Background: an optimization exercise with open tools, aiming at small area. Do not read the settings as production practice.
Where RTL was checked, it was by simulation tests only, not by an equivalence proof against the original.
No functional check of the RTL was part of runs 1 to 3.
Power figures rest on the tool's default switching activity, not on a simulated workload.

File: flow/config.mk
export PLATFORM = sky130hd
export DESIGN_NAME = cpu
export DESIGN_NICKNAME = cpu
export VERILOG_FILES = /design/flow/design.v
export SDC_FILE = /design/flow/constraint.sdc
export NUM_CORES = 4
export LEC_CHECK = 0
export CAP_MARGIN = 20
export CORE_MARGIN = 2
export CORE_UTILIZATION = 40
export SLEW_MARGIN = 20
File: flow/constraint.sdc
create_clock -name core_clock -period 5.0 [get_ports {clk}]
set_input_delay 1.0000 -clock core_clock [delete_from_list [all_inputs] [get_ports {clk}]]
set_output_delay 1.0000 -clock core_clock [all_outputs]
set_load 0.01 [all_outputs]
File: flow/design.v
module cpu(out, in, clk, reset);
input  [7:0] in;
input        clk, reset;
output [7:0] out;
reg [7:0] out;
reg [7:0] reg_a, reg_b, reg_c;
reg [7:0] m0, m1, m2, m3, m4, m5, m6, m7;
reg [7:0] m8, m9, m10, m11, m12, m13, m14, m15;
reg [3:0] op;       
reg [3:0] n;        
reg       skip;     
reg       ldc;      
reg       outm;     
reg       wr_q;     
reg       wrn_q;    
reg       ph;       
wire exec = ~skip & ~ldc & ~outm;
wire op_in  = exec & ((op == 4'h6) | (op == 4'h7) | (op == 4'h8));
wire op_a   = exec & ((op == 4'h6) | (op == 4'hd));
wire op_b   = exec & ((op == 4'h7) | (op == 4'he));
wire op_alu = exec & ~op[3] & ~(op[2] & op[1]);
wire op_ld  = exec & (op == 4'ha);
wire op_om  = exec & (op == 4'hc);
wire op_oc  = exec & (op == 4'hb);
wire [7:0] bus = (op[3] & (op[0] | op[1])) ? reg_c : in;
reg  [7:0] x, y;
reg        cin;
always @* begin
	x = reg_a; y = reg_b; cin = 1'b0;
	case (op[2:0])
	3'b000: begin y = reg_b;  cin = 1'b0; end
	3'b001: begin y = ~reg_b; cin = 1'b1; end
	3'b010: begin y = 8'h00;  cin = 1'b1; end
	3'b011: begin y = 8'hff;  cin = 1'b0; end
	3'b100: begin y = reg_b;  cin = 1'b1; end
	default: begin x = ~reg_a; y = 8'h00; cin = 1'b1; end
	endcase
end
wire [8:0] cy;
assign cy[0] = cin;
genvar i;
generate for (i = 0; i < 8; i = i + 1) begin : add
	assign cy[i+1] = (x[i] & y[i]) | (x[i] & cy[i]) | (y[i] & cy[i]);
end endgenerate
wire [7:0] alu = x ^ y ^ cy[7:0];
wire [15:0] dec = 16'h0001 << n;
wire [7:0] rdq = ({8{dec[0]}}  & m0)  | ({8{dec[1]}}  & m1)  | ({8{dec[2]}}  & m2)  | ({8{dec[3]}}  & m3)
              | ({8{dec[4]}}  & m4)  | ({8{dec[5]}}  & m5)  | ({8{dec[6]}}  & m6)  | ({8{dec[7]}}  & m7)
              | ({8{dec[8]}}  & m8)  | ({8{dec[9]}}  & m9)  | ({8{dec[10]}} & m10) | ({8{dec[11]}} & m11)
              | ({8{dec[12]}} & m12) | ({8{dec[13]}} & m13) | ({8{dec[14]}} & m14) | ({8{dec[15]}} & m15);
wire [7:0] rd = rdq ^ {8{ph}};
wire [15:0] we  = {16{wr_q & ~reset}} & dec;
wire [15:0] wen = {16{wrn_q | reset}} | ~dec;
wire [7:0]  wd  = bus ^ {8{ph}};
always @(posedge clk) begin
	ph <= ~ph;
	m0  <= ~(({8{we[0]}}  | m0)  & ({8{wen[0]}}  | wd));
	m1  <= ~(({8{we[1]}}  | m1)  & ({8{wen[1]}}  | wd));
	m2  <= ~(({8{we[2]}}  | m2)  & ({8{wen[2]}}  | wd));
	m3  <= ~(({8{we[3]}}  | m3)  & ({8{wen[3]}}  | wd));
	m4  <= ~(({8{we[4]}}  | m4)  & ({8{wen[4]}}  | wd));
	m5  <= ~(({8{we[5]}}  | m5)  & ({8{wen[5]}}  | wd));
	m6  <= ~(({8{we[6]}}  | m6)  & ({8{wen[6]}}  | wd));
	m7  <= ~(({8{we[7]}}  | m7)  & ({8{wen[7]}}  | wd));
	m8  <= ~(({8{we[8]}}  | m8)  & ({8{wen[8]}}  | wd));
	m9  <= ~(({8{we[9]}}  | m9)  & ({8{wen[9]}}  | wd));
	m10 <= ~(({8{we[10]}} | m10) & ({8{wen[10]}} | wd));
	m11 <= ~(({8{we[11]}} | m11) & ({8{wen[11]}} | wd));
	m12 <= ~(({8{we[12]}} | m12) & ({8{wen[12]}} | wd));
	m13 <= ~(({8{we[13]}} | m13) & ({8{wen[13]}} | wd));
	m14 <= ~(({8{we[14]}} | m14) & ({8{wen[14]}} | wd));
	m15 <= ~(({8{we[15]}} | m15) & ({8{wen[15]}} | wd));
end
wire wr_next = ~(reset | op_in | op_ld | op_om) & in[7] & ~in[6] & ~in[5];
always @(posedge clk) begin
	wr_q  <= wr_next;
	wrn_q <= ~wr_next;
end
always @(posedge clk) begin
	if (reset) begin
		reg_a <= 8'h00;
		reg_b <= 8'h00;
		reg_c <= 8'h00;
		out   <= 8'h00;
		skip  <= 1'b1;
		ldc   <= 1'b0;
		outm  <= 1'b0;
	end else begin
		if (op_a) reg_a <= bus;
		if (op_b) reg_b <= bus;
		if (op_alu) reg_c <= alu;
		else if (ldc) reg_c <= rd;
		if (wr_q) out <= 8'h00;
		else if (op_oc) out <= reg_c;
		else if (outm) out <= rd;
		skip <= op_in;
		ldc  <= op_ld;
		outm <= op_om;
	end
end
always @(posedge clk) begin
	op <= in[7:4];
	if (~(op_ld | op_om))
		n <= in[3:0];
end
endmodule
File: flow/flow/run.sh
#!/bin/bash
# Own layout flow: the standard flow (standard.sh) with
#  - the standard synthesis script, except that ABC maps the logic with an
#    area-oriented script (flow/area.abc); ABC does not touch the registers,
#  - single-size buffers on the ports,
#  - a clock tree of mid-size buffers without dummy loads.
# All tool output goes to standard.log here and ORFS's logs under orfs/logs.
set -euo pipefail
here=$(pwd)
{
  echo 'proc abc {args} {'
  echo '  set i [lsearch -exact $args -script]'
  echo "  if { \$i >= 0 } { lset args [expr {\$i + 1}] $here/flow/area.abc }"
  echo '  yosys abc {*}$args'
  echo '}'
  cat synth_recipe.tcl
} > own_synth.tcl
CTS="-sink_clustering_enable -repair_clock_nets -dont_use_dummy_load -buf_list sky130_fd_sc_hd__clkbuf_8"
bash standard.sh "SYNTH_SCRIPT=$here/own_synth.tcl" \
  "BUFFER_PORTS_ARGS=-buffer_cell sky130_fd_sc_hd__buf_1" \
  "CTS_ARGS=$CTS" finish > standard.log 2>&1
File: flow/flow/area.abc
strash
&get -n
&st
&dch
&nf -R 1000
&put
topo
File: flow/standard.sh
#!/bin/bash
# synth_recipe.tcl (not shown) runs the flow's synth.tcl, then flattens the netlist and writes it again
# the make line also repeats each setting of config.mk as NAME=value (left out here)
make -C /OpenROAD-flow-scripts/flow DESIGN_CONFIG=/design/flow/config.mk WORK_HOME=/design/flow/orfs CLKGATE_MAP_FILE= SYNTH_SCRIPT=/design/flow/synth_recipe.tcl "${@:-finish}"
==> summary.txt, run 1 <==
Setup Viol. Count Final 0; Multi-input gate area just under 0.003 mm2; GP Congestion 0.833; TritonCTS clock tree built; ant diodes 0; area of the core approximately 0.016 mm2; RSZ-0062 raised after global routing false; unique cell type count in the Yosys netlist 28; Reg2Reg Launch Point op[1]$_DFF_P_; sequential fraction of the synthesis area 55.0%; Port Buffers 17; DRC violation count after routing 0; Fill cells between 1,500 and 2,000; die height 131 um; Synth top cells by count dfxtp_1 (170), o22ai_1 (128), nand2_1 (56), nor2_1 (49), a221o_1 (32); Fmax ~210 MHz; Worst path depth 19; Clock Sinks ~170; vias in the first global route 4,950; first-pass GRT wire length 27.8 mm; Initial Utilization about two fifths; Post-Syn Area about 0.0064 mm2; area delta synth->final 12.8%; share of cells above drive strength 1 about 8.6%; GRT Total Usage roughly 21%; Nets between 600 and 700; mean routed wirelength per cell roughly 20 um; register area 0.00352 mm2; DRT antenna net count 0; CTS max path bufs 2; DR iter-0 viols between 500 and 600; leakage roughly 2.5 nW; DIE AREA around 0.017 mm2; dpl hpwl ~12 mm; endpoint type of the worst setup path register; Synth top area share between 50% and 60%; Tightest Hold Check Type register to register; most common cell type on the critical path fa_2; ys flop type dfxtp_1; slowest cell on the critical path fa_1; grt ovf 0; Worst IR Drop VDD about 170 uV; worst skew pair latency about 460 ps; H-tree depth 4; Post-Syn Nets ~630; # Max-Cap Violations 0; largest net degree at the start of global routing 31; final core occ between 40 and 50%; # rows 46; post-synth top area cell dfxtp_1; CP Cell Sequence nor2_4 > clkinv_2 > nand2_4 > xor2_1 > fa_2 > fa_2 > fa_2 > fa_2 > fa_2 > fa_2 > fa_1 > xor2_1 > xnor2_1 > xnor2_1 > nor2_1 > a21oi_1 > nor2_1 > a21oi_1 > nor2_1; Final Cycle Share between 90% and 100%; First-pass DRT Iterations 6; Crit Path Class register to register; R2R Setup Slk between 300 and 400 ps; Setup crit start kind register; crit path buf inv count 1; Num CTS Buffers 17; Yosys reg bits about 170; Critical Path Sink reg_c[7]$_SDFFE_PP0P_; Max stage delay on crit path between 400 and 500 ps; endpoints failing hold 0; asr flop ratio synth 0%; Final min period 4660 ps; Avg Vias per Cell around 6.1; final WL 17.7 mm; Reg clk slew, reported paths roughly 70 ps; Area contributors post-synth dfxtp_1 (53%), o22ai_1 (13%), a221o_1 (5.0%), nand2_1 (3.3%), nor2_1 (2.9%); die width around 130 um; CP startpoint op[1]$_DFF_P_; Worst slew margin 28.0%; via count 5,415; Crit path max-delay family adder cells; initial antenna violation count 0; R2R cell count 19; power per cell area between 300 and 400 mW/mm2; status complete, no violations; critical path arrival 4980 ps; synth warn 1; Setup Skew around 26 ps; Worst-Margin Slew roughly 1100 ps; most common cell in the netlist dfxtp_1; worst path required time roughly 5300 ps; CP max FO 5; io pins 18; Post-synth EDFFs 4; final number of max-transition violations 0; Root Driver clkbuf_8; Avg Cell Area, Syn slightly above 10 um2; final instance area between 0.007 and 0.008 mm2; RR Endpoint reg_c[7]$_SDFFE_PP0P_; synthesized instance count about 620; DP Area between 0.006 and 0.007 mm2
## placed cells by master (no fill, tap or decap)
master    instances
dfxtp_1         169
o22ai_1         128
nand2_1          55
nor2_1           48
a221o_1          32
buf_4            23
xnor2_1          18
a22oi_1          17
clkbuf_8         17
buf_1            17
a211oi_1         16
a221oi_1         15
nor3_1           14
a21oi_1          13
nand2b_1         11
nand4_1           9
xor2_1            8
mux2i_1           8
a222oi_1          8
nor2b_1           6
fa_2              6
nand3_1           5
nor4_2            5
edfxtp_1          4
clkinv_1          3
nor4_1            3
nand3b_1          2
or2_0             2
a21oi_2           2
nor2_4            1
clkinv_2          1
nand2_4           1
nor3_2            1
or3_1             1
o21bai_1          1
and2_0            1
nand4b_1          1
fa_1              1
dfxtp_2           1
## power by group
group	total (W)	leakage [nW]	internal [W]	switching [W]
Combinational	0.000279	0.803	0.000111	0.000168
Clock	0.000714	0.122	0.000300	0.000415
Sequential	0.00155	1.54	0.00149	0.0000643
## repair_timing
| item | CTS | global route |
|---|---|---|
| setup endpoints to repair | 1 | 1 |
| hold buffers | 0 | 0 |
| gates resized for setup | 1 | 6 |
| gates cloned | 0 | 0 |
| buffers inserted | 0 | 1 |
| pin swaps | 0 | 2 |
## metal layers
metal  global-route usage (%)  up-vias  share of wire (%)
met5                        0        -                  0
met1                     30.7     2623                 47
met4                     7.82        0                1.6
li1                         -     2574                  -
met2                     31.8      197                 45
met3                     4.85       21                6.7
## per-stage QoR
step | worst slack, ps | setup TNS [ps] | power, W | hold WS, ps | cells
final | 340 | 0 | 0.00254 | 434 | 890
after global routing | 48.0 | 0 | 0.00265 | 448 | 890
after CTS | 2.45 | 0 | 0.00256 | 438 | 889
after detailed placement | -0.104 | -0.104 | 0.00185 | 428 | 872
after global placement | 109 | 0 | 0.00184 | 420 | 872
after floorplan | 20.5 | 0 | 0.00174 | 411 | 617
## layout make-up
type                            count  share of cell area, %
Multi-Input combinational cell    439                   40.7
Inverter                            4                  0.225
Clock buffer                       17                   3.24
Sequential cell                   174                   48.8
Timing Repair Buffer               40                   3.27
Tap cell                          216                   3.74
## kinds of logic after synthesis
logic type / synth area share (%)
xor gates and xnor gates: 3.56
DFF: 55.0
AOI/OAI and AO/OA: 26.0
muxes: 1.25
buffers and inverters: 0.234
and+or+nand+nor: 11.8
adders and majority gates: 2.19
## worst min path at each step
stage                     endpoint  slack (ps)           start  cells after the start
floorplan            m2[0]$_DFF_P_         410   m2[0]$_DFF_P_                      1
global placement     m7[0]$_DFF_P_         420   m7[0]$_DFF_P_                      1
detailed placement   m4[4]$_DFF_P_         430   m4[4]$_DFF_P_                      1
CTS                 m12[3]$_DFF_P_         440  m12[3]$_DFF_P_                      1
global route         m7[4]$_DFF_P_         450   m7[4]$_DFF_P_                      1
finish              m12[3]$_DFF_P_         430  m12[3]$_DFF_P_                      1
==> run 2: changes to the inputs <==
--- a/flow/design.v
+++ b/flow/design.v
@@ -12,7 +12,7 @@
 reg       ldc;      
 reg       outm;     
 reg       wr_q;     
-reg       wrn_q;    
+reg       actn_q;   
 reg       ph;       
 wire exec = ~skip & ~ldc & ~outm;
 wire op_in  = exec & ((op == 4'h6) | (op == 4'h7) | (op == 4'h8));
@@ -44,14 +44,14 @@
 end endgenerate
 wire [7:0] alu = x ^ y ^ cy[7:0];
 wire [15:0] dec = 16'h0001 << n;
-wire [7:0] rdq = ({8{dec[0]}}  & m0)  | ({8{dec[1]}}  & m1)  | ({8{dec[2]}}  & m2)  | ({8{dec[3]}}  & m3)
-              | ({8{dec[4]}}  & m4)  | ({8{dec[5]}}  & m5)  | ({8{dec[6]}}  & m6)  | ({8{dec[7]}}  & m7)
-              | ({8{dec[8]}}  & m8)  | ({8{dec[9]}}  & m9)  | ({8{dec[10]}} & m10) | ({8{dec[11]}} & m11)
-              | ({8{dec[12]}} & m12) | ({8{dec[13]}} & m13) | ({8{dec[14]}} & m14) | ({8{dec[15]}} & m15);
+wire [15:0] we  = {16{wr_q & ~reset}} & dec;
+wire [15:0] wen = {16{actn_q | reset}} | ~dec;
+wire [7:0] rdq = ({8{wen[0]}}  | m0)  & ({8{wen[1]}}  | m1)  & ({8{wen[2]}}  | m2)  & ({8{wen[3]}}  | m3)
+               & ({8{wen[4]}}  | m4)  & ({8{wen[5]}}  | m5)  & ({8{wen[6]}}  | m6)  & ({8{wen[7]}}  | m7)
+               & ({8{wen[8]}}  | m8)  & ({8{wen[9]}}  | m9)  & ({8{wen[10]}} | m10) & ({8{wen[11]}} | m11)
+               & ({8{wen[12]}} | m12) & ({8{wen[13]}} | m13) & ({8{wen[14]}} | m14) & ({8{wen[15]}} | m15);
 wire [7:0] rd = rdq ^ {8{ph}};
-wire [15:0] we  = {16{wr_q & ~reset}} & dec;
-wire [15:0] wen = {16{wrn_q | reset}} | ~dec;
-wire [7:0]  wd  = bus ^ {8{ph}};
+wire [7:0]  wd  = (bus ^ {8{ph}}) | {8{ldc | outm}};
 always @(posedge clk) begin
 	ph <= ~ph;
 	m0  <= ~(({8{we[0]}}  | m0)  & ({8{wen[0]}}  | wd));
@@ -72,9 +72,10 @@
 	m15 <= ~(({8{we[15]}} | m15) & ({8{wen[15]}} | wd));
 end
 wire wr_next = ~(reset | op_in | op_ld | op_om) & in[7] & ~in[6] & ~in[5];
+wire act_next = wr_next | (~reset & (op_ld | op_om));
 always @(posedge clk) begin
-	wr_q  <= wr_next;
-	wrn_q <= ~wr_next;
+	wr_q   <= wr_next;
+	actn_q <= ~act_next;
 end
 always @(posedge clk) begin
 	if (reset) begin
==> summary.txt, run 2 <==
Worst-Margin Slew 1030 ps (-39.5 ps); CP Cell Sequence buf_4 > nor2b_1 > nor3_1 > fa_2 > fa_2 > fa_2 > fa_2 > fa_2 > fa_2 > fa_1 > xor2_1 > xnor2_1 > xnor2_1 > nor2_1 > a21oi_1 > nor2_1 > a21oi_1 > nor2_1; DIE AREA 0.0171 mm2 (+0.21%); commonest non-fill, non-tap cell in the layout dfxtp_1; Fmax 214 MHz (about the same); die height 131 um (+0.10%); initial antenna violation count 0 (unchanged); post-synth top area cell dfxtp_1; combinational power share 9.5% (-1.4 points); internal power 0.00187 W (-1.3%); Clock Power Share 28.8% (+0.7 points); DRC violation count after routing 0 (unchanged); GRT Total Usage 21.4% (-0.083 points); slowest cell on the critical path fa_1; most frequent cells in the layout dfxtp_1 (169), o22ai_1 (157), nor2_1 (86); synth warn 1 (unchanged); crit path buf inv count 1 (unchanged); First-pass DRT Iterations 5 (-1); switching power 0.000624 W (-3.6%); Setup WS post-layout 338 ps (-1.58 ps); largest net degree at the start of global routing 31 (unchanged); Hold WS 436 ps (+1.52 ps); dpl hpwl 12.2 mm (-1.8%); Yosys reg bits 174 (unchanged); io pins 18 (unchanged); area of the core 0.0158 mm2 (unchanged); RSZ-0062 raised after global routing false; Area contributors post-synth dfxtp_1 (53%), o22ai_1 (15%), nor2_1 (5.1%), xnor2_1 (2.5%), fa_1 (2.2%); Port Buffers 17 (unchanged); DR iter-0 viols 504 (-9.2%); Synth top area share 53.0% (-0.11 points); GR peak layer met2; most common cell type on the critical path fa_2; TritonCTS clock tree built; unique cell type count in the Yosys netlist 28 (unchanged); synthesized instance count 647 (+4.9%); Hold Buf Count CTS 0 (unchanged); Avg Vias per Cell 6.00 (-1.4%); Crit Path Class register to register; Setup WS pre-CTS -76.1 ps (-76.0 ps); Clock Sinks 174 (unchanged); met1 Use GR 29.9% (-0.77 points); Reg clk slew, reported paths 80 ps (about the same); sequential fraction of the synthesis area 54.9% (-0.12 points); asr flop ratio synth 0% (unchanged); ant diodes 0 (unchanged); Setup Skew 26.5 ps (+0.486 ps); Max stage delay on crit path 440 ps (about the same); status complete, no violations; post-CTS setup buffer count 0 (unchanged); Final min period 4660 ps (+1.58 ps); area delta synth->final 11.9%; H-tree depth 4 (unchanged); DRT antenna net count 0 (unchanged); Worst IR Drop VDD 178 uV (+6.8%); die width 131 um (+0.10%); worst path required time 5330 ps (about the same); met2 Use GR 32.9% (+1.1 points); # Max-Cap Violations 0 (unchanged); mean routed wirelength per cell 19.2 um (-3.4%); final WL 17.7 mm (-0.36%); endpoints failing hold 0 (unchanged); endpoint type of the worst setup path register; R2R cell count 18 (-1); # rows 46 (unchanged); Post-Syn Area 0.00642 mm2 (+0.21%); share of cells above drive strength 1 7.26% (-1.3 points); Nets 721 (+4.0%); switching part of the total 25.0% (-0.44 points); vias in the first global route 5,247 (+6.0%); Tightest Hold Check Type register to register; Final Cycle Share 93.2% (about the same); first-pass GRT wire length 28.0 mm (+0.90%); Setup crit start kind register; ys flop type dfxtp_1; Post-Syn Nets 664 (+4.7%); Hold Path Stages 1 (unchanged); CP max FO 5 (unchanged); worst skew pair latency 450 ps (about the same); Worst path depth 18 (-1); final number of max-transition violations 0 (unchanged); CTS max path bufs 2 (unchanged); Synth top cells by count dfxtp_1 (170), o22ai_1 (157), nor2_1 (87), nand2_1 (28), nor4_1 (22); final total power 0.00250 W (-1.9%); Setup Viol. Count Final 0 (unchanged); power share of the sequential group 61.7% (+0.7 points); Avg Cell Area, Syn 9.92 um2 (-4.4%); R2R Setup Slk 340 ps (about the same); Initial Utilization 40.7% (+0.087 points); GP Congestion 0.870 (+4.4%); Worst slew margin 30.7% (+2.7 points); GRT met3 Usage 5.05% (+0.20 points); critical path arrival 4990 ps (about the same); power per cell area 347 mW/mm2 (-1.4%); final core occ 45.6% (-0.24 points); Root Driver clkbuf_8; Crit path max-delay family adder cells; leakage 2.62 nW (+6.3%); Num CTS Buffers 17 (unchanged); grt ovf 0 (unchanged); most common cell in the netlist dfxtp_1; via count 5,507 (+1.7%); Post-synth EDFFs 4 (unchanged)
==> run 2: cell count changes after synthesis, sizes merged, moves of 12 or more <==
cell	before	now
nor2	49	87
a221o	32	0
o22ai	128	157
nand2	56	28
o221ai	0	15
nor4	8	22
nand3	5	17
==> run 2: through the flow <==
step	cells	instance area [um2]	setup TNS, ps
global placement	901	6920	0
finish	918	7180	0
CTS	918	7150	0
detailed placement	901	6920	-76.1
floorplan	647	6420	0
global route	918	7180	0
==> run 2: what timing repair did <==
| item | CTS | global route |
|---|---|---|
| gates cloned | 0 | 0 |
| endpoints found under the setup margin | 1 | 1 |
| resized for setup | 2 | 5 |
==> run 2: area by class of cell <==
type	count	area (um2)
well taps	216	270
fillers	1501	8590
clock buffers	17	234
multi-input cells	471	2930
inverters	2	7.51
flip-flops and latches	174	3520
repair buffers	38	221
==> run 2: worst paths after layout <==
path / from / endpoint
setup / recovery: op[1]$_DFF_P_ / reg_c[7]$_SDFFE_PP0P_
hold / removal: m3[5]$_DFF_P_ / m3[5]$_DFF_P_
setup reg to reg: op[1]$_DFF_P_ / reg_c[7]$_SDFFE_PP0P_
hold reg to reg: m3[5]$_DFF_P_ / m3[5]$_DFF_P_
==> run 2: cell families after synthesis <==
group,after synthesis,synth area share [%]
flip-flops,174,54.9
XOR/XNOR,26,3.55
AO/OA/AOI/OAI,229,23.5
adder cells (fa/ha/maj),7,2.18
AND/OR/NAND/NOR,201,14.5
multiplexers,8,1.25
buffers and inverters,2,0.117
==> run 2: power by group through the flow <==
stage | clock, W | combinational, W | sequential [W]
4_1_cts | 0.000740 | 0.000232 | 0.00154
5_1_grt | 0.000795 | 0.000263 | 0.00155
2_1_floorplan | 0 | 0.000153 | 0.00156
3_5_place_dp | 0 | 0.000231 | 0.00157
3_3_place_gp | 0 | 0.000223 | 0.00157
6_report | 0.000718 | 0.000237 | 0.00154
==> run 2: routing by layer <==
layer | routed length, um | up-vias
met3 | 886 | 22
met1 | 8320 | 2687
met2 | 8090 | 141
met4 | 354 | 0
li1 | - | 2657
met5 | 0 | -
==> run 3: changes to the inputs <==
==> flow/flow/area.abc (replaced) <==
strash
ifraig
scorr
dc2
strash
dch -f
amap
topo
==> summary.txt, run 3 <==
crit path buf inv count 1 (unchanged); unique cell type count in the Yosys netlist 31 (+11%); Hold WS 451 ps (+15.1 ps); Avg Cell Area, Syn 9.40 um2 (-5.3%); Worst slew margin 32.4% (+1.7 points); Setup WS post-layout 237 ps (-101 ps); DRC violation count after routing 0 (unchanged); mean routed wirelength per cell 21.3 um (+11%); Worst-Margin Slew 1010 ps (-17.7 ps); CP max FO 8 (+3); power per cell area 353 mW/mm2 (+1.7%); post-synth top area cell dfxtp_1; R2R Setup Slk 240 ps (-100 ps); synthesized instance count 686 (+6.0%); highest routed layer met4; CTS max path bufs 2 (unchanged); DRT antenna net count 0 (unchanged); area delta synth->final 12.2%; Synth top cells by count o22ai_1 (183), dfxtp_1 (170), nor2_1 (134), a21oi_1 (25), clkinv_1 (25); slowest cell on the critical path fa_1; io pins 18 (unchanged); endpoints failing hold 0 (unchanged); final core occ 45.7% (+0.16 points); die width 131 um (+0.22%); area of the core 0.0158 mm2 (+0.37%); worst path required time 5360 ps (+30 ps); initial antenna violation count 0 (unchanged); critical path arrival 5120 ps (+130 ps); Fmax 210 MHz (-2.1%); # rows 46 (unchanged); Final min period 4760 ps (+101 ps); RSZ-0062 raised after global routing false; endpoint type of the worst setup path register; Worst IR Drop VDD 175 uV (-1.4%); GRT Total Usage 24.2% (+2.9 points); synth warn 1 (unchanged); Initial Utilization 40.7% (about the same); Final Cycle Share 95.3% (+2.0 points); Clock Sinks 174 (unchanged); first-pass GRT wire length 30.8 mm (+9.9%); most frequent cells in the layout o22ai_1 (183), dfxtp_1 (167), nor2_1 (132); GP Congestion 0.916 (+5.3%); share of cells above drive strength 1 7.69% (+0.43 points); Reg2Reg Launch Point op[1]$_DFF_P_; DIE AREA 0.0172 mm2 (+0.44%); Root Driver clkbuf_8; grt ovf 0 (unchanged); final total power 0.00256 W (+2.4%); commonest non-fill, non-tap cell in the layout o22ai_1; CP Cell Sequence nor2_4 > buf_4 > a211oi_1 > fa_2 > fa_2 > fa_2 > fa_2 > fa_2 > fa_1 > fa_1 > nor2_1 > a21oi_2 > nor2_1 > a21oi_1 > nor2_1 > a21oi_1 > o221a_1 > a31oi_1 > nor2_1; dpl hpwl 13.9 mm (+14%); die height 131 um (+0.22%); largest net degree at the start of global routing 29 (-6.5%); status complete, no violations; Num CTS Buffers 17 (unchanged); Avg Vias per Cell 6.23 (+3.9%); worst skew pair latency 490 ps (+40 ps); hold endpoint m15[2]$_DFF_P_; met1 WL 9.47 mm (+14%); H-tree depth 4 (unchanged); final instance area 0.00724 mm2 (+0.71%); Post-synth EDFFs 4 (unchanged); Synth top area share 52.8% (-0.24 points); ant diodes 0 (unchanged); Post-Syn Nets 703 (+5.9%); TritonCTS clock tree built; Reg clk slew, reported paths 80 ps (about the same); wire length on met2 8.93 mm (+10%); Area contributors post-synth dfxtp_1 (53%), o22ai_1 (18%), nor2_1 (7.8%), fa_1 (2.2%), or3_1 (2.0%); Crit path max-delay family adder cells; Worst path depth 19 (+1); Nets 760 (+5.4%); sequential fraction of the synthesis area 54.6% (-0.25 points); Max stage delay on crit path 470 ps (+30 ps); Setup WS pre-CTS -95.6 ps (-19.5 ps); Hold Buf Count CTS 0 (unchanged); final WL 20.4 mm (+15%); Crit Path Class register to register; Setup Skew 29.0 ps (+2.55 ps); Port Buffers 17 (unchanged); DR WL met3 1.42 mm (+60%); RR Endpoint reg_c[7]$_SDFFE_PP0P_; leakage 2.62 nW (-0.23%); most common cell in the netlist o22ai_1; First-pass DRT Iterations 6 (+1); Tightest Hold Check Type register to register; Hold Crit Start m15[2]$_DFF_P_; ys flop type dfxtp_1; most common cell type on the critical path fa_2; Yosys reg bits 174 (unchanged); asr flop ratio synth 0% (unchanged); # Max-Cap Violations 0 (unchanged); Setup crit start kind register; Setup Viol. Count Final 0 (unchanged); final number of max-transition violations 0 (unchanged); via count 5,966 (+8.3%); R2R cell count 19 (+1); DR iter-0 viols 588 (+17%); Hold Path Stages 1 (unchanged); Post-Syn Area 0.00645 mm2 (+0.45%); DP Area 0.00698 mm2 (+0.85%); Fill cells 1,515 (+0.93%); vias in the first global route 5,350 (+2.0%)
## run 3: cell count changes after synthesis, sizes merged, moves of 12 or more
cell,delta
clkinv,+23
nand2,-20
nand3,-15
nor2,+47
o221ai,-12
o22ai,+26
or3,+20
xnor2,-18
## run 3: worst max-delay path by stage
| stage | end | from |
|---|---|---|
| after floorplan | reg_c[7]$_SDFFE_PP0P_ | op[1]$_DFF_P_ |
| after global placement | reg_c[7]$_SDFFE_PP0P_ | op[1]$_DFF_P_ |
| after detailed placement | reg_c[7]$_SDFFE_PP0P_ | op[1]$_DFF_P_ |
| final | reg_c[7]$_SDFFE_PP0P_ | op[1]$_DFF_P_ |
| after global routing | reg_c[7]$_SDFFE_PP0P_ | op[2]$_DFF_P_ |
| after CTS | reg_c[7]$_SDFFE_PP0P_ | op[1]$_DFF_P_ |
## run 3: cells by family (layout without fill, tap and decap cells)
| family | Yosys count | in the layout | share of synthesized area (%) |
|---|---|---|---|
| AOI/OAI and AO/OA | 266 | 266 | 26.5 |
| and+or+nand+nor | 214 | 214 | 15.2 |
| DFF | 174 | 174 | 54.6 |
| buffers and inverters | 25 | 80 | 1.46 |
| adders and majority gates | 7 | 7 | 2.17 |
## run 3: cell type report
cell class / count / area (um2) / share of cell area (%)
clock buffer: 17 / 234 / 3.23
inverter: 25 / 95.1 / 1.31
multi-input combinational: 487 / 2890 / 39.9
sequential: 174 / 3530 / 48.7
tap: 216 / 270 / 3.74
timing repair buffer: 38 / 221 / 3.06
## run 3: report_power, final
group          total [W]  internal (W)  switching (W)
Sequential       0.00156       0.00150      0.0000650
Combinational   0.000253     0.0000916       0.000161
Clock           0.000744      0.000300       0.000445
Total            0.00256       0.00189       0.000671
## run 3: per-stage QoR
| stage | std cells | TNS (ps) |
|---|---|---|
| 2_1_floorplan | 686 | 0 |
| 5_1_grt | 957 | 0 |
| 3_3_place_gp | 940 | 0 |
| 3_5_place_dp | 940 | -95.6 |
| 6_report | 957 | 0 |
| 4_1_cts | 957 | 0 |
## run 3: what timing repair did
| action | CTS | global route |
|---|---|---|
| pin swaps | 0 | 0 |
| buffers inserted | 0 | 0 |
| setup endpoints to repair | 1 | 1 |
| resized for setup | 6 | 4 |
## run 3: per-layer routing
| metal | global-route usage, % | vias to the layer above |
|---|---|---|
| met2 | 35.6 | 263 |
| met1 | 35.0 | 2866 |
| met5 | 0 | - |
| met3 | 5.54 | 45 |
| li1 | - | 2792 |
| met4 | 8.45 | 0 |
==> run 4: changes to the inputs <==
--- a/flow/design.v
+++ b/flow/design.v
@@ -9,13 +9,12 @@
 reg [3:0] op;       
 reg [3:0] n;        
 reg       skip;     
-reg       ldc;      
 reg       outm;     
 reg       wr_q;     
 reg       actn_q;   
 reg       ph;       
-wire exec = ~skip & ~ldc & ~outm;
-wire op_in  = exec & ((op == 4'h6) | (op == 4'h7) | (op == 4'h8));
+wire exec = ~skip & ~outm;
+wire op_in  = exec & ((op == 4'h6) | (op == 4'h7) | (op == 4'h8) | (op == 4'ha));
 wire op_a   = exec & ((op == 4'h6) | (op == 4'hd));
 wire op_b   = exec & ((op == 4'h7) | (op == 4'he));
 wire op_alu = exec & ~op[3] & ~(op[2] & op[1]);
@@ -51,7 +50,7 @@
                & ({8{wen[8]}}  | m8)  & ({8{wen[9]}}  | m9)  & ({8{wen[10]}} | m10) & ({8{wen[11]}} | m11)
                & ({8{wen[12]}} | m12) & ({8{wen[13]}} | m13) & ({8{wen[14]}} | m14) & ({8{wen[15]}} | m15);
 wire [7:0] rd = rdq ^ {8{ph}};
-wire [7:0]  wd  = (bus ^ {8{ph}}) | {8{ldc | outm}};
+wire [7:0]  wd  = (bus ^ {8{ph}}) | {8{op_ld | outm}};
 always @(posedge clk) begin
 	ph <= ~ph;
 	m0  <= ~(({8{we[0]}}  | m0)  & ({8{wen[0]}}  | wd));
@@ -71,8 +70,9 @@
 	m14 <= ~(({8{we[14]}} | m14) & ({8{wen[14]}} | wd));
 	m15 <= ~(({8{we[15]}} | m15) & ({8{wen[15]}} | wd));
 end
-wire wr_next = ~(reset | op_in | op_ld | op_om) & in[7] & ~in[6] & ~in[5];
-wire act_next = wr_next | (~reset & (op_ld | op_om));
+wire nexec = ~(reset | op_in | op_om);    
+wire wr_next = nexec & in[7] & ~in[6] & ~in[5];
+wire act_next = wr_next | (nexec & (in[7:4] == 4'ha)) | (~reset & op_om);
 always @(posedge clk) begin
 	wr_q   <= wr_next;
 	actn_q <= ~act_next;
@@ -84,24 +84,22 @@
 		reg_c <= 8'h00;
 		out   <= 8'h00;
 		skip  <= 1'b1;
-		ldc   <= 1'b0;
 		outm  <= 1'b0;
 	end else begin
 		if (op_a) reg_a <= bus;
 		if (op_b) reg_b <= bus;
 		if (op_alu) reg_c <= alu;
-		else if (ldc) reg_c <= rd;
+		else if (op_ld) reg_c <= rd;
 		if (wr_q) out <= 8'h00;
 		else if (op_oc) out <= reg_c;
 		else if (outm) out <= rd;
 		skip <= op_in;
-		ldc  <= op_ld;
 		outm <= op_om;
 	end
 end
 always @(posedge clk) begin
 	op <= in[7:4];
-	if (~(op_ld | op_om))
+	if (~op_om)
 		n <= in[3:0];
 end
 endmodule
==> flow/flow/area.abc (replaced) <==
strash
dc2
dch -f
amap
topo
--- a/flow/config.mk
+++ b/flow/config.mk
@@ -5,7 +5,7 @@
 export SDC_FILE = /design/flow/constraint.sdc
 export NUM_CORES = 4
 export LEC_CHECK = 0
-export CAP_MARGIN = 20
+export CAP_MARGIN = 10
 export CORE_MARGIN = 2
 export CORE_UTILIZATION = 40
-export SLEW_MARGIN = 20
+export SLEW_MARGIN = 10
==> summary.txt, run 4 <==
post-synth top area cell dfxtp_1; final instance area 0.00705 mm2 (-2.5%); most common cell type on the critical path fa_2; Worst IR Drop VDD 173 uV (-1.4%); Post-Syn Area 0.00632 mm2 (-2.0%); Tightest Hold Check Type register to register; Avg Vias per Cell 6.35 (+1.9%); dpl hpwl 13.2 mm (-5.1%); largest net degree at the start of global routing 25 (-14%); ys flop type dfxtp_1; commonest non-fill, non-tap cell in the layout o22ai_1; CP Cell Sequence clkinv_1 > nor2_2 > nor3_1 > fa_2 > fa_1 > fa_2 > fa_2 > fa_2 > fa_1 > fa_2 > nor2_1 > a21oi_2 > nor2_1 > a21oi_1 > or2_0 > a31oi_1 > o21ai_1 > o311a_1; DP Area 0.00677 mm2 (-2.9%); endpoint type of the worst setup path register; # Max-Cap Violations 0 (unchanged); Reg clk slew, reported paths 70 ps (about the same); sequential fraction of the synthesis area 55.4% (+0.80 points); DR iter-0 viols 743 (+26%); Clock Sinks 173 (-0.57%); Crit Path Class register to register; CP max FO 7 (-1); most common cell in the netlist o22ai_1; Synth top cells by count o22ai_1 (205), dfxtp_1 (169), nor2_1 (71), clkinv_1 (30), or3_1 (29); H-tree depth 4 (unchanged); crit path buf inv count 1 (unchanged); Synth top area share 53.5% (+0.76 points); mean routed wirelength per cell 21.4 um (+0.58%); status complete, no violations; io pins 18 (unchanged); GP Congestion 0.892 (-2.6%); leakage 2.49 nW (-4.6%); # rows 45 (-2.2%); share of cells above drive strength 1 6.92% (-0.78 points); setup_tns 0 ps (unchanged); Avg Cell Area, Syn 9.80 um2 (+4.2%); Post-synth EDFFs 4 (unchanged); asr flop ratio synth 0% (unchanged); worst skew pair latency 460 ps (-30 ps); Max stage delay on crit path 460 ps (about the same); vias in the first global route 5,478 (+2.4%); Setup crit start kind register; Port Buffers 17 (unchanged); Post-Syn Nets 662 (-5.8%); ant diodes 0 (unchanged); final number of max-transition violations 0 (unchanged); power per cell area 344 mW/mm2 (-2.5%); GRT Total Usage 23.8% (-0.47 points); slowest cell on the critical path fa_1; die width 130 um (-0.97%); Nets 713 (-6.2%); synth warn 1 (unchanged); Num CTS Buffers 17 (unchanged); area of the core 0.0153 mm2 (-3.2%); critical path arrival 5060 ps (-60 ps); initial antenna violation count 0 (unchanged); Final Cycle Share 94.8% (-0.44 points); Setup Skew 27.6 ps (-1.38 ps); final WL 19.4 mm (-4.9%); area delta synth->final 11.6%; DRC violation count after routing 0 (unchanged); DRT antenna net count 0 (unchanged); Root Driver clkbuf_8; worst path required time 5320 ps (-40 ps); Initial Utilization 41.3% (+0.52 points); Multi-input gate area 0.00276 mm2 (-4.3%); register area 0.00351 mm2 (-0.57%); synthesized instance count 645 (-6.0%); Final min period 4740 ps (-21.8 ps); first-pass GRT wire length 30.4 mm (-1.1%); final total power 0.00243 W (-5.0%); Yosys reg bits 173 (-0.57%); First-pass DRT Iterations 6 (unchanged); Fmax 211 MHz (+0.46%); via count 5,750 (-3.6%); Crit path max-delay family adder cells; RSZ-0062 raised after global routing false; most frequent cells in the layout o22ai_1 (205), dfxtp_1 (168), nor2_1 (68); Setup Viol. Count Final 0 (unchanged); DIE AREA 0.0168 mm2 (-1.9%); CTS max path bufs 2 (unchanged); endpoints failing hold 0 (unchanged); TritonCTS clock tree built; die height 130 um (-0.97%); Fill cells 1,474 (-2.7%); Worst slew margin 14.7% (-18 points); Worst-Margin Slew 1270 ps (+255 ps); Area contributors post-synth dfxtp_1 (54%), o22ai_1 (20%), nor2_1 (4.2%), or3_1 (2.9%), fa_1 (2.2%); unique cell type count in the Yosys netlist 26 (-16%); grt ovf 0 (unchanged)
run 4: cell count changes after synthesis, moves of 6 or more:
cell       previous run  this run
a2111oi_0             6         0
a222oi_1              2         8
nand4_1               8         0
nor2_1              134        71
nor3_1                8        17
nor4_1               13         1
o22ai_1             183       205
or3_1                21        29
or4_1                 2        16
run 4: area by class of cell:
cell class	count	area share, %
sequential	173	49.7
multi-input combinational	442	39.2
tap	211	3.74
clock buffer	17	3.32
timing repair buffer	32	2.47
inverter	30	1.60
run 4: layer usage:
metal	share of wire [%]	track usage, %	wire length (um)	vias to the layer above
li1	-	-	-	2681
met1	45	32.8	8800	2803
met2	46	37.2	8820	231
met3	6.2	4.67	1210	35
met4	2.8	8.48	536	0
met5	0	0	0	-
run 4: what timing repair did:
action | in CTS | in global routing
endpoints found under the setup margin | 1 | 1
setup buffers | 0 | 0
gates resized for setup | 4 | 6
hold buffers | 0 | 0
run 4: per-stage QoR:
| step | hold slack [ps] | setup slack, ps | util (%) | cells |
|---|---|---|---|---|
| final | 448 | 259 | 46.1 | 905 |
| after global routing | 458 | 24.9 | 46.1 | 905 |
| after CTS | 451 | 32.4 | 45.8 | 904 |
| after detailed placement | 440 | -70.6 | 44.2 | 887 |
| after global placement | 435 | 33.2 | 44.2 | 887 |
| after floorplan | 426 | 3.53 | - | 645 |
run 4: final timing paths:
| kind | from | endpoint | slack [ps] | depth (start not counted) |
|---|---|---|---|---|
| worst max register to register | op[1]$_DFF_P_ | reg_c[7]$_SDFFE_PP0P_ | 260 | 18 |
| worst max-delay path | op[1]$_DFF_P_ | reg_c[7]$_SDFFE_PP0P_ | 260 | 18 |
| worst min register to register | m0[1]$_DFF_P_ | m0[1]$_DFF_P_ | 450 | 1 |
| worst min-delay path | m0[1]$_DFF_P_ | m0[1]$_DFF_P_ | 450 | 1 |
run 4: report_power, final:
| part | leakage (nW) | internal [W] | switching, W |
|---|---|---|---|
| registers | 1.54 | 0.00146 | 0.0000456 |
| clock network | 0.122 | 0.000300 | 0.000429 |
| logic | 0.836 | 0.0000751 | 0.000120 |
run 4: kinds of logic (layout without fill, tap and decap cells):
family / after synthesis / in the layout / synth area share, %
adder cells (fa/ha/maj): 7 / 7 / 2.22
AO/OA/AOI/OAI: 278 / 278 / 28.3
buffers and inverters: 30 / 79 / 1.78
flip-flops: 173 / 173 / 55.4
AND/OR/NAND/NOR: 157 / 157 / 12.2
run 4: worst register-to-register path, cell delays in order, from the launching register on:
cell	delay, ps
dfxtp_4	390
clkinv_1	110
nor2_2	140
nor3_1	80
fa_2	410
fa_1	460
fa_2	420
fa_2	410
fa_2	400
fa_1	460
fa_2	420
nor2_1	120
a21oi_2	50
nor2_1	80
a21oi_1	50
or2_0	220
a31oi_1	170
o21ai_1	100
o311a_1	130
==> run 5: changes to the inputs <==
--- a/flow/config.mk
+++ b/flow/config.mk
@@ -5,7 +5,8 @@
 export SDC_FILE = /design/flow/constraint.sdc
 export NUM_CORES = 4
 export LEC_CHECK = 0
-export CAP_MARGIN = 10
+export CAP_MARGIN = 20
 export CORE_MARGIN = 2
 export CORE_UTILIZATION = 40
-export SLEW_MARGIN = 10
+export GPL_TIMING_DRIVEN = 0
+export SLEW_MARGIN = 20
==> summary.txt, run 5 <==
Fill cells 1,507 (+2.2%); Tightest Hold Check Type register to register; most common cell in the netlist o22ai_1; Worst-Margin Slew 1220 ps (-52.4 ps); Port Buffers 17 (unchanged); status complete, no violations; final total power 0.00242 W (-0.19%); vias in the first global route 5,285 (-3.5%); Crit path max-delay family adder cells; ys flop type dfxtp_1; initial antenna violation count 0 (unchanged); Initial Utilization 41.3% (unchanged); Crit Path Class register to register; Reg clk slew, reported paths 70 ps (about the same); Worst IR Drop VDD 175 uV (+1.6%); GRT Total Usage 23.0% (-0.78 points); die width 130 um (unchanged); power per cell area 344 mW/mm2 (-0.15%); leakage 2.47 nW (-1.0%); crit path buf inv count 1 (unchanged); Yosys reg bits 173 (unchanged); DRT antenna net count 0 (unchanged); Post-synth EDFFs 4 (unchanged); R2R Setup Slk 250 ps (about the same); final number of max-transition violations 0 (unchanged); share of cells above drive strength 1 7.58% (+0.66 points); RSZ-0062 raised after global routing false; most common cell type on the critical path fa_2; dpl hpwl 12.3 mm (-6.4%); grt ovf 0 (unchanged); Synth top area share 53.5% (unchanged); commonest non-fill, non-tap cell in the layout o22ai_1; asr flop ratio synth 0% (unchanged); # Max-Cap Violations 0 (unchanged); Avg Cell Area, Syn 9.80 um2 (unchanged); Worst slew margin 18.2% (+3.5 points); DR iter-0 viols 492 (-34%); Setup crit start kind register; DRC violation count after routing 0 (unchanged); Post-Syn Nets 662 (unchanged); final WL 18.4 mm (-4.8%); Clock Sinks 173 (unchanged); Setup Skew 27.7 ps (+0.0224 ps); post-synth top area cell dfxtp_1; worst path required time 5330 ps (about the same); unique cell type count in the Yosys netlist 26 (unchanged); Final Cycle Share 95.1% (+0.25 points); Post-Syn Area 0.00632 mm2 (unchanged); area delta synth->final 11.6% (about the same); die height 130 um (unchanged); worst skew pair latency 450 ps (about the same); # rows 45 (unchanged); CP max FO 5 (-2); Synth top cells by count o22ai_1 (205), dfxtp_1 (169), nor2_1 (71), clkinv_1 (30), or3_1 (29); Num CTS Buffers 17 (unchanged); ant diodes 0 (unchanged); CTS max path bufs 2 (unchanged); First-pass DRT Iterations 5 (-1); slowest cell on the critical path fa_1; Nets 705 (-1.1%); Max stage delay on crit path 460 ps (about the same); io pins 18 (unchanged); area of the core 0.0153 mm2 (unchanged); largest net degree at the start of global routing 26 (+4.0%); first-pass GRT wire length 29.4 mm (-3.3%); DIE AREA 0.0168 mm2 (unchanged); GP Congestion 0.886 (-0.73%); mean routed wirelength per cell 20.6 um (-3.9%); H-tree depth 4 (unchanged); Root Driver clkbuf_8; most frequent cells in the layout o22ai_1 (205), dfxtp_1 (166), nor2_1 (68); synth warn 1 (unchanged); Avg Vias per Cell 6.17 (-2.9%); Area contributors post-synth dfxtp_1 (54%), o22ai_1 (20%), nor2_1 (4.2%), or3_1 (2.9%), fa_1 (2.2%); Fmax 210 MHz (-0.27%); CP Cell Sequence clkinvlp_4 > nor2_2 > nor3_1 > fa_2 > fa_2 > fa_2 > fa_2 > fa_2 > fa_1 > fa_1 > a21oi_1 > a21oi_1 > or2_0 > a31oi_1 > o21ai_0 > o311a_1; final core occ 46.0% (about the same); endpoints failing hold 0 (unchanged); endpoint type of the worst setup path register; synthesized instance count 645 (unchanged); critical path arrival 5080 ps (+20 ps); Final min period 4750 ps (+12.6 ps); Setup Viol. Count Final 0 (unchanged); sequential fraction of the synthesis area 55.4% (unchanged); TritonCTS clock tree built; via count 5,535 (-3.7%)
## run 5: cell counts after synthesis
Identical to the previous run, type by type.
## run 5: layer usage
layer | global-route usage, % | vias to the layer above | part of all wire [%]
met5 | 0 | - | 0
met4 | 9.80 | 0 | 3.4
met3 | 5.49 | 44 | 5.9
met2 | 34.6 | 206 | 44
met1 | 31.6 | 2613 | 46
li1 | - | 2672 | -
## run 5: cells by family (layout without fill, tap and decap cells)
logic type,count (synthesis),after routing,share of synthesized area [%]
DFF,173,173,55.4
buffers and inverters,30,71,1.78
and+or+nand+nor,157,157,12.2
AOI/OAI and AO/OA,278,278,28.3
adders and majority gates,7,7,2.22
## run 5: final cells by class
class	count	area (um2)	share of cell area [%]
Tap cell	211	264	3.74
Sequential cell	173	3510	49.8
Inverter	30	120	1.70
Multi-Input combinational cell	442	2800	39.8
Clock buffer	17	234	3.32
Timing Repair Buffer	24	118	1.67
## run 5: path summary, 6_finish.rpt
| check | from | endpoint | cells after the start |
|---|---|---|---|
| min reg2reg | m13[0]$_DFF_P_ | m13[0]$_DFF_P_ | 1 |
| max | op[1]$_DFF_P_ | reg_c[7]$_SDFFE_PP0P_ | 16 |
| min | m13[0]$_DFF_P_ | m13[0]$_DFF_P_ | 1 |
| max reg2reg | op[1]$_DFF_P_ | reg_c[7]$_SDFFE_PP0P_ | 16 |
## run 5: repair_timing
action	CTS	global route
buffers inserted	5	2
gates resized for setup	8	9
hold buffers	0	0
hold endpoints to repair	0	0
pin swaps	2	0
endpoints found under the setup margin	1	1
## run 5: per-stage QoR
stage / TNS (ps) / instances / cell area (um2) / setup WS (ps) / hold WS, ps
2_1_floorplan: 0 / 645 / 6330 / 3.53 / 426
6_report: 0 / 897 / 7050 / 247 / 442
3_3_place_gp: -366 / 873 / 6660 / -366 / 436
5_1_grt: 0 / 897 / 7050 / 12.0 / 461
4_1_cts: 0 / 895 / 7000 / 9.58 / 451
3_5_place_dp: -422 / 873 / 6710 / -422 / 442
## run 5: power by group
group / leakage (nW) / internal (W) / switching [W]
clock network: 0.122 / 0.000301 / 0.000428
registers: 1.54 / 0.00146 / 0.0000471
logic: 0.810 / 0.0000735 / 0.000116
total: 2.47 / 0.00183 / 0.000591
==> run 6: changes to the inputs <==
--- a/flow/config.mk
+++ b/flow/config.mk
@@ -8,5 +8,4 @@
 export CAP_MARGIN = 20
 export CORE_MARGIN = 2
 export CORE_UTILIZATION = 40
-export GPL_TIMING_DRIVEN = 0
 export SLEW_MARGIN = 20
==> summary.txt, run 6 <==
status complete, no violations; Post-synth EDFFs 4 (unchanged); R2R Setup Slk 230 ps (-20 ps); synth warn 1 (unchanged); CTS max path bufs 2 (unchanged); commonest non-fill, non-tap cell in the layout o22ai_1; dpl hpwl 13.3 mm (+7.9%); most common cell in the netlist o22ai_1; H-tree depth 4 (unchanged); DR WL met3 1.43 mm (+30%); Nets 712 (+0.99%); power per cell area 343 mW/mm2 (-0.11%); final total power 0.00243 W (+0.37%); wire length on met2 8.99 mm (+10%); highest routed layer met4; First-pass DRT Iterations 8 (+3); vias in the first global route 5,534 (+4.7%); via count 5,756 (+4.0%); power share of the sequential group 61.9% (-0.2 points); most frequent cells in the layout o22ai_1 (205), dfxtp_1 (167), nor2_1 (68); leakage 2.50 nW (+1.1%); GRT Total Usage 23.9% (+0.95 points); # placed instances 887 (+1.6%); sequential fraction of the synthesis area 55.4% (unchanged); Setup WS pre-CTS -79.8 ps (+342 ps); RSZ-0062 raised after global routing false; Clock Power Share 30.0% (about the same); asr flop ratio synth 0% (unchanged); combinational power share 8.1% (+0.3 points); mean routed wirelength per cell 21.6 um (+4.9%); Setup Skew 31.5 ps (+3.80 ps); Final Cycle Share 95.5% (+0.40 points); Tightest Hold Check Type register to register; internal power 0.00184 W (about the same); io pins 18 (unchanged); ys flop type dfxtp_1; DR iter-0 viols 667 (+36%); met1 WL 8.48 mm (-0.93%); Worst IR Drop VDD 156 uV (-11%); grt ovf 0 (unchanged); endpoints failing hold 0 (unchanged); setup_tns 0 ps (unchanged); final WL 19.5 mm (+5.8%); final number of max-transition violations 0 (unchanged); post-synth top area cell dfxtp_1; switching power 0.000599 W (+1.3%); # Max-Cap Violations 0 (unchanged); Setup crit start kind register; # rows 45 (unchanged); Avg Cell Area, Syn 9.80 um2 (unchanged); Crit Path Class register to register; Post-Syn Area 0.00632 mm2 (unchanged); worst path required time 5340 ps (about the same); Post-Syn Nets 662 (unchanged); DRC violation count after routing 0 (unchanged); Initial Utilization 41.3% (unchanged); ant diodes 0 (unchanged); Synth top area share 53.5% (unchanged); Num CTS Buffers 17 (unchanged); Setup Viol. Count Final 0 (unchanged); synthesized instance count 645 (unchanged); area of the core 0.0153 mm2 (unchanged); Yosys reg bits 173 (unchanged); Final min period 4770 ps (+20.1 ps); DRT antenna net count 0 (unchanged); switching part of the total 24.6% (+0.22 points); Fmax 209 MHz (-0.42%); DIE AREA 0.0168 mm2 (unchanged); die width 130 um (unchanged); Area contributors post-synth dfxtp_1 (54%), o22ai_1 (20%), nor2_1 (4.2%), or3_1 (2.9%), fa_1 (2.2%); Avg Vias per Cell 6.37 (+3.2%); Hold Buf Count CTS 0 (unchanged); CP max FO 7 (+2); endpoint type of the worst setup path register; largest net degree at the start of global routing 25 (-3.8%); critical path arrival 5110 ps (+30 ps); first-pass GRT wire length 30.6 mm (+3.9%); Root Driver clkbuf_8; Worst slew margin 25.8% (+7.6 points); fin cells 904 (+0.78%); Clock Sinks 173 (unchanged); unique cell type count in the Yosys netlist 26 (unchanged); worst skew pair latency 470 ps (+20 ps); Reg clk slew, reported paths 70 ps (about the same); Port Buffers 17 (unchanged); initial antenna violation count 0 (unchanged); TritonCTS clock tree built; Synth top cells by count o22ai_1 (205), dfxtp_1 (169), nor2_1 (71), clkinv_1 (30), or3_1 (29); Setup WS post-layout 226 ps (-20.1 ps); GP Congestion 0.892 (+0.73%); share of cells above drive strength 1 8.08% (+0.50 points); Worst-Margin Slew 1110 ps (-112 ps); area delta synth->final 12.1%; die height 130 um (unchanged)
[run 6: cell counts after synthesis]
No cell type changed its count.
[run 6: kinds of logic (layout without fill, tap and decap cells)]
logic type               after synthesis  after routing  synth area share (%)
buffers and inverters                 30             78                  1.78
AO/OA/AOI/OAI                        278            278                  28.3
flip-flops                           173            173                  55.4
adder cells (fa/ha/maj)                7              7                  2.22
AND/OR/NAND/NOR                      157            157                  12.2
[run 6: cell type report]
type,instances,area [um2]
clock buffers,17,234
fillers,1502,8230
inverters,30,113
multi-input cells,442,2800
flip-flops and latches,173,3510
well taps,211,264
repair buffers,31,169
[run 6: repair_timing]
item,in CTS,in global routing
gates resized for setup,3,8
setup endpoints to repair,1,1
buffers inserted,0,0
[run 6: path summary, 6_finish.rpt]
| check | startpoint | endpoint | depth (start not counted) |
|---|---|---|---|
| min | m0[1]$_DFF_P_ | m0[1]$_DFF_P_ | 1 |
| max | op[1]$_DFF_P_ | reg_c[7]$_SDFFE_PP0P_ | 18 |
| min reg2reg | m0[1]$_DFF_P_ | m0[1]$_DFF_P_ | 1 |
| max reg2reg | op[1]$_DFF_P_ | reg_c[7]$_SDFFE_PP0P_ | 18 |
[run 6: power groups by stage]
stage / Combinational [W] / Clock (W) / Sequential [W]
global route: 0.000217 / 0.000793 / 0.00151
global placement: 0.000183 / 0 / 0.00153
finish: 0.000196 / 0.000731 / 0.00151
CTS: 0.000193 / 0.000740 / 0.00150
floorplan: 0.000127 / 0 / 0.00153
detailed placement: 0.000191 / 0 / 0.00153
[run 6: per-stage QoR]
stage / hold slack, ps / area, um2 / utilization, %
finish: 445 / 7090 / 46.3
global route: 457 / 7090 / 46.3
CTS: 450 / 7050 / 46.0
detailed placement: 440 / 6810 / 44.4
global placement: 435 / 6770 / 44.2
floorplan: 426 / 6330 / -
[run 6: routing by layer]
metal	vias up	track usage, %
met3	37	5.24
met2	247	37.7
met5	-	0
met4	0	9.42
met1	2779	32.1
li1	2693	-
[run 6: worst max-delay path, cell delays in order (launching register included)]
cell and delay [ps]:
dfxtp_4 370, buf_4 150, o21ai_4 150, a21oi_1 100, fa_2 350, fa_1 460, fa_2 420, fa_2 410
fa_2 400, fa_1 460, fa_2 420, nor2_1 130, a21oi_2 50, nor2_1 80, a21oi_1 60, or2_0 230
a31oi_1 170, o21ai_0 120, o311a_1 140
==> run 7: changes to the inputs <==
--- a/flow/config.mk
+++ b/flow/config.mk
@@ -7,5 +7,5 @@
 export LEC_CHECK = 0
 export CAP_MARGIN = 20
 export CORE_MARGIN = 2
-export CORE_UTILIZATION = 40
+export CORE_UTILIZATION = 55
 export SLEW_MARGIN = 20
==> summary.txt, run 7 <==
status complete, no violations; Post-Syn Area 0.00632 mm2 (unchanged); via count 5,677 (-1.4%); Worst slew margin 23.4% (-2.4 points); H-tree depth 4 (unchanged); asr flop ratio synth 0% (unchanged); Port Buffers 17 (unchanged); Crit Path Class register to register; vias in the first global route 5,342 (-3.5%); fin cells 835 (-7.6%); largest net degree at the start of global routing 25 (unchanged); commonest non-fill, non-tap cell in the layout o22ai_1; Setup Viol. Count Final 0 (unchanged); final instance area 0.00698 mm2 (-1.4%); GP Congestion 0.946 (+6.0%); Hold Buf Count CTS 0 (unchanged); Post-Syn Nets 662 (unchanged); Reg clk slew, reported paths 80 ps (about the same); GRT Total Usage 31.3% (+7.4 points); dpl hpwl 13.0 mm (-2.0%); initial antenna violation count 0 (unchanged); CTS max path bufs 2 (unchanged); hold endpoint m13[1]$_DFF_P_; # Max-Cap Violations 0 (unchanged); Reg2Reg Launch Point op[1]$_DFF_P_; ys flop type dfxtp_1; # placed instances 818 (-7.8%); first-pass GRT wire length 29.9 mm (-2.2%); DIE AREA 0.0124 mm2 (-26%); die height 111 um (-14%); ant diodes 0 (unchanged); First-pass DRT Iterations 5 (-3); synthesized instance count 645 (unchanged); final core occ 61.7% (+15 points); mean routed wirelength per cell 22.3 um (+3.2%); Synth top area share 53.5% (unchanged); final number of max-transition violations 0 (unchanged); post-CTS setup buffer count 0 (unchanged); Worst IR Drop VDD 237 uV (+52%); TritonCTS clock tree built; Fmax 212 MHz (+1.0%); setup_tns 0 ps (unchanged); Nets 711 (-0.14%); unique cell type count in the Yosys netlist 26 (unchanged); endpoint type of the worst setup path register; Final Cycle Share 94.5% (-0.96 points); Hold Crit Start m13[1]$_DFF_P_; DR iter-0 viols 752 (+13%); DRC violation count after routing 0 (unchanged); DP Area 0.00669 mm2 (-1.7%); R2R Setup Slk 270 ps (+50 ps); Post-synth EDFFs 4 (unchanged); leakage 2.48 nW (-0.45%); Setup Skew 22.3 ps (-9.15 ps); synth warn 1 (unchanged); GRT met3 Usage 7.27% (+2.0 points); R2R cell count 18 (unchanged); Final min period 4730 ps (-48.2 ps); Setup crit start kind register; sequential fraction of the synthesis area 55.4% (unchanged); most frequent cells in the layout o22ai_1 (205), dfxtp_1 (168), nor2_1 (67); post-synth top area cell dfxtp_1; most common cell in the netlist o22ai_1; Tightest Hold Check Type register to register; grt ovf 0 (unchanged); worst skew pair latency 470 ps (about the same); RSZ-0062 raised after global routing false; power per cell area 347 mW/mm2 (+1.2%); RR Endpoint reg_c[7]$_SDFFE_PP0P_; Worst-Margin Slew 1140 ps (+35.5 ps); Clock Sinks 173 (unchanged); Root Driver clkbuf_8; Area contributors post-synth dfxtp_1 (54%), o22ai_1 (20%), nor2_1 (4.2%), or3_1 (2.9%), fa_1 (2.2%); CP max FO 7 (unchanged); met1 Use GR 42.4% (+10 points); share of cells above drive strength 1 7.51% (-0.57 points); endpoints failing hold 0 (unchanged); worst path required time 5340 ps (about the same); Avg Cell Area, Syn 9.80 um2 (unchanged); final WL 18.6 mm (-4.7%); met2 Use GR 48.7% (+11 points); Yosys reg bits 173 (unchanged); Num CTS Buffers 17 (unchanged); critical path arrival 5060 ps (-50 ps); GR peak layer met2; area of the core 0.0113 mm2 (-26%); Hold Path Stages 1 (unchanged); area delta synth->final 10.5%; Initial Utilization 55.8% (+15 points); # rows 39 (-13%); io pins 18 (unchanged); DRT antenna net count 0 (unchanged); Synth top cells by count o22ai_1 (205), dfxtp_1 (169), nor2_1 (71), clkinv_1 (30), or3_1 (29); Avg Vias per Cell 6.80 (+6.8%); die width 111 um (-14%)
-- run 7: cells by family after synthesis --
| logic type | after synthesis | synth area share [%] |
|---|---|---|
| AND/OR/NAND/NOR | 157 | 12.2 |
| AO/OA/AOI/OAI | 278 | 28.3 |
| buffers and inverters | 30 | 1.78 |
| flip-flops | 173 | 55.4 |
| adder cells (fa/ha/maj) | 7 | 2.22 |
-- run 7: worst max-delay path by stage --
stage                        from                     to  slack (ps)  cells after the start
floorplan           op[0]$_DFF_P_  reg_c[7]$_SDFFE_PP0P_           4                     16
global placement    op[1]$_DFF_P_  reg_c[7]$_SDFFE_PP0P_          30                     18
detailed placement  op[1]$_DFF_P_  reg_c[7]$_SDFFE_PP0P_          10                     16
CTS                 op[1]$_DFF_P_  reg_c[7]$_SDFFE_PP0P_          10                     18
global route        op[1]$_DFF_P_  reg_c[7]$_SDFFE_PP0P_          40                     18
finish              op[1]$_DFF_P_  reg_c[7]$_SDFFE_PP0P_         270                     18
-- run 7: critical path, cell delays in order (launching register included) --
cell and delay (ps):
dfxtp_4 380, buf_4 150, o21ai_4 160, a21oi_1 100
fa_2 360, fa_2 410, fa_2 410, fa_2 400
fa_1 450, fa_1 470, fa_2 420, nor2_2 100
a21oi_2 40, nor2_1 90, a21oi_1 50, or2_0 220
a31oi_1 150, o21ai_0 100, o311a_1 130
-- run 7: through the flow --
step / setup slack (ps) / hold WS, ps / total power [W]
floorplan: 3.53 / 426 / 0.00165
global placement: 30.1 / 436 / 0.00171
detailed placement: 12.1 / 439 / 0.00172
CTS: 14.2 / 452 / 0.00242
global route: 41.9 / 463 / 0.00251
finish: 275 / 448 / 0.00243
-- run 7: repair_timing --
action                                  in CTS  in global routing
pin swaps                                    0                  0
cloned                                       0                  0
resized for setup                            3                  8
hold endpoints to repair                     0                  0
endpoints found under the setup margin       1                  1
-- run 7: routing by layer --
| metal | wire, um | up-vias |
|---|---|---|
| li1 | - | 2682 |
| met1 | 8070 | 2737 |
| met2 | 8640 | 221 |
| met3 | 1270 | 37 |
| met4 | 607 | 0 |
| met5 | 0 | - |
-- run 7: where the power goes --
part	switching (W)	internal, W	leakage (nW)
Clock	0.000430	0.000300	0.122
Combinational	0.000117	0.0000735	0.826
Sequential	0.0000468	0.00146	1.54
Total	0.000594	0.00183	2.48
-- run 7: cell type report --
type / instances / area, um2
repair buffers: 30 / 161
clock buffers: 17 / 234
flip-flops and latches: 173 / 3510
fillers: 960 / 4340
multi-input cells: 442 / 2790
inverters: 30 / 116
well taps: 143 / 179
==> run 8: changes to the inputs <==
--- a/flow/config.mk
+++ b/flow/config.mk
@@ -7,5 +7,6 @@
 export LEC_CHECK = 0
 export CAP_MARGIN = 20
 export CORE_MARGIN = 2
-export CORE_UTILIZATION = 55
+export CORE_UTILIZATION = 70
+export GPL_TIMING_DRIVEN = 0
 export SLEW_MARGIN = 20
==> summary.txt, run 8 <==
status complete, no violations; Num CTS Buffers 17 (unchanged); critical path arrival 5070 ps (about the same); Hold Buf Count CTS 0 (unchanged); final total power 0.00243 W (+0.29%); Post-Syn Nets 662 (unchanged); # rows 34 (-13%); DR iter-0 viols 716 (-4.8%); Setup Skew 37.8 ps (+15.5 ps); dpl hpwl 11.9 mm (-8.2%); post-synth top area cell dfxtp_1; vias in the first global route 5,578 (+4.4%); Final min period 4740 ps (+19.1 ps); die width 99.0 um (-11%); GP Congestion 0.949 (+0.33%); die height 99.0 um (-11%); Port Buffers 17 (unchanged); share of cells above drive strength 1 7.97% (+0.46 points); Synth top cells by count o22ai_1 (205), dfxtp_1 (169), nor2_1 (71), clkinv_1 (30), or3_1 (29); First-pass DRT Iterations 6 (+1); Reg clk slew, reported paths 60 ps (-20 ps); leakage 2.48 nW (-0.25%); area of the core 0.00872 mm2 (-23%); R2R cell count 18 (unchanged); Final Cycle Share 94.9% (+0.38 points); DIE AREA 0.00980 mm2 (-21%); endpoint type of the worst setup path register; mean routed wirelength per cell 23.3 um (+4.7%); Worst slew margin 22.8% (-0.53 points); area delta synth->final 9.98%; Worst-Margin Slew 1160 ps (+16.8 ps); Crit Path Class register to register; synth warn 1 (unchanged); TritonCTS clock tree built; power per cell area 350 mW/mm2 (+0.78%); Nets 709 (-0.28%); final core occ 79.7% (+18 points); worst path required time 5330 ps (about the same); H-tree depth 4 (unchanged); final number of max-transition violations 0 (unchanged); Post-Syn Area 0.00632 mm2 (unchanged); RSZ-0062 raised after global routing false; Hold WS 452 ps (+3.31 ps); Setup Viol. Count Final 0 (unchanged); Setup crit start kind register; Tightest Hold Check Type register to register; first-pass GRT wire length 28.8 mm (-3.5%); CP max FO 5 (-2); GRT Total Usage 37.9% (+6.6 points); Initial Utilization 72.5% (+17 points); most common cell in the netlist o22ai_1; unique cell type count in the Yosys netlist 26 (unchanged); DRT antenna net count 0 (unchanged); Avg Cell Area, Syn 9.80 um2 (unchanged); Clock Sinks 173 (unchanged); Post-synth EDFFs 4 (unchanged); asr flop ratio synth 0% (unchanged); # Max-Cap Violations 0 (unchanged); most frequent cells in the layout o22ai_1 (205), dfxtp_1 (166), nor2_1 (67); grt ovf 0 (unchanged); setup_tns 0 ps (unchanged); Hold Path Stages 1 (unchanged); commonest non-fill, non-tap cell in the layout o22ai_1; DRC violation count after routing 0 (unchanged); Avg Vias per Cell 7.45 (+9.7%); Yosys reg bits 173 (unchanged); Fmax 211 MHz (-0.40%); via count 5,949 (+4.8%); CTS max path bufs 2 (unchanged); Area contributors post-synth dfxtp_1 (54%), o22ai_1 (20%), nor2_1 (4.2%), or3_1 (2.9%), fa_1 (2.2%); Root Driver clkbuf_8; endpoints failing hold 0 (unchanged); ant diodes 0 (unchanged); initial antenna violation count 0 (unchanged); synthesized instance count 645 (unchanged); Fill cells 582 (-39%); largest net degree at the start of global routing 26 (+4.0%); final WL 18.6 mm (about the same); worst skew pair latency 470 ps (about the same); ys flop type dfxtp_1; sequential fraction of the synthesis area 55.4% (unchanged); io pins 18 (unchanged); Synth top area share 53.5% (unchanged); Worst IR Drop VDD 243 uV (+2.6%)
run 8: final timing paths:
check	slack (ps)	endpoint	startpoint
worst max-delay path	260	reg_c[7]$_SDFFE_PP0P_	op[1]$_DFF_P_
worst min-delay path	450	m11[6]$_DFF_P_	m11[6]$_DFF_P_
worst max register to register	260	reg_c[7]$_SDFFE_PP0P_	op[1]$_DFF_P_
worst min register to register	450	m11[6]$_DFF_P_	m11[6]$_DFF_P_
run 8: cells by family after synthesis:
logic type	share of synthesized area [%]
AO/OA/AOI/OAI	28.3
adder cells (fa/ha/maj)	2.22
buffers and inverters	1.78
flip-flops	55.4
AND/OR/NAND/NOR	12.2
run 8: per-layer routing:
metal  track usage [%]  part of all wire [%]  up-vias
met3              9.72                    10       80
met1              49.1                    39     2793
met5                 0                     0        -
met4              20.4                   5.1        0
li1                  -                     -     2682
met2              58.4                    45      394
run 8: layout make-up:
type                    count  area, um2  area share [%]
clock buffers              17        234            3.37
inverters                  30        124            1.78
multi-input cells         442       2800            40.3
flip-flops and latches    173       3510            50.5
well taps                 108        135            1.94
repair buffers             28        144            2.07
run 8: per-stage QoR:
stage	cells	worst slack [ps]	instance area, um2
2_1_floorplan	645	3.53	6330
3_3_place_gp	770	-300	6530
3_5_place_dp	770	-378	6540
4_1_cts	793	27.6	6840
5_1_grt	798	38.5	6950
6_report	798	256	6950
run 8: worst max-delay path: stages, from the launching register on:
cell and delay [ps]:
dfxtp_4 410, clkinvlp_4 150, nor2_4 160, nor3_1 90, fa_2 410, fa_2 410
fa_2 410, fa_2 410, fa_2 410, fa_2 410, fa_2 430, nor2_2 110
a21oi_2 50, nor2_1 90, a21oi_1 70, or2_0 230, a31oi_1 150, o21ai_0 100
o311a_1 130
run 8: power breakdown:
group | leakage (nW) | switching [W] | internal (W) | total, W
logic | 0.819 | 0.000123 | 0.0000786 | 0.000202
registers | 1.54 | 0.0000500 | 0.00146 | 0.00151
clock network | 0.122 | 0.000422 | 0.000300 | 0.000722
total | 2.48 | 0.000595 | 0.00184 | 0.00243
run 8: timing repair:
item                       4_1_cts  5_1_grt
setup endpoints to repair        1        1
setup buffers                    6        4
gates cloned                     0        0
pin swaps                        3        0
gates resized for setup         10       11

-- afterwards: timing with drivers on the ports --
The results above use ideal ports. As a check the final layouts listed here were re-extracted and re-timed, cells and wires unchanged.
Step 1 sets driving cells, clkbuf_16 on the clock port and buf_2 on the other inputs (assumed; they add their load-dependent delay and slew).
Step 2 adds t to the input delays and takes it off the output delays; t is the mean of the earliest and latest rising clock arrival at the registers after step 1. Input paths then give back, and output paths get back, about the clock's delay inside the block.
Slacks: ideal ports / drivers / drivers and shift; pairs: ideal ports / drivers.
run	shift t [ns]	slack for setup (ns)	hold WS [ns]
run 1	0.486	0.340 / 0.340 / 0.340	0.434 / 0.434 / 0.434
run 2	0.477	0.338 / 0.338 / 0.338	0.436 / 0.436 / 0.436
run 3	0.514	0.237 / 0.237 / 0.237	0.451 / 0.451 / 0.451
run 4	0.482	0.259 / 0.259 / 0.259	0.448 / 0.448 / 0.448
run 5	0.476	0.247 / 0.247 / 0.247	0.442 / 0.442 / 0.442
run 6	0.491	0.226 / 0.226 / 0.226	0.445 / 0.445 / 0.445
run 7	0.491	0.275 / 0.275 / 0.275	0.448 / 0.448 / 0.448
run 8	0.483	0.256 / 0.256 / 0.149	0.452 / 0.452 / 0.452
After both steps setup and hold are still met in every run listed. For run 8, which loses most, drivers alone change the setup slack by 0.000 ns; drivers and shift together by -0.107 ns.
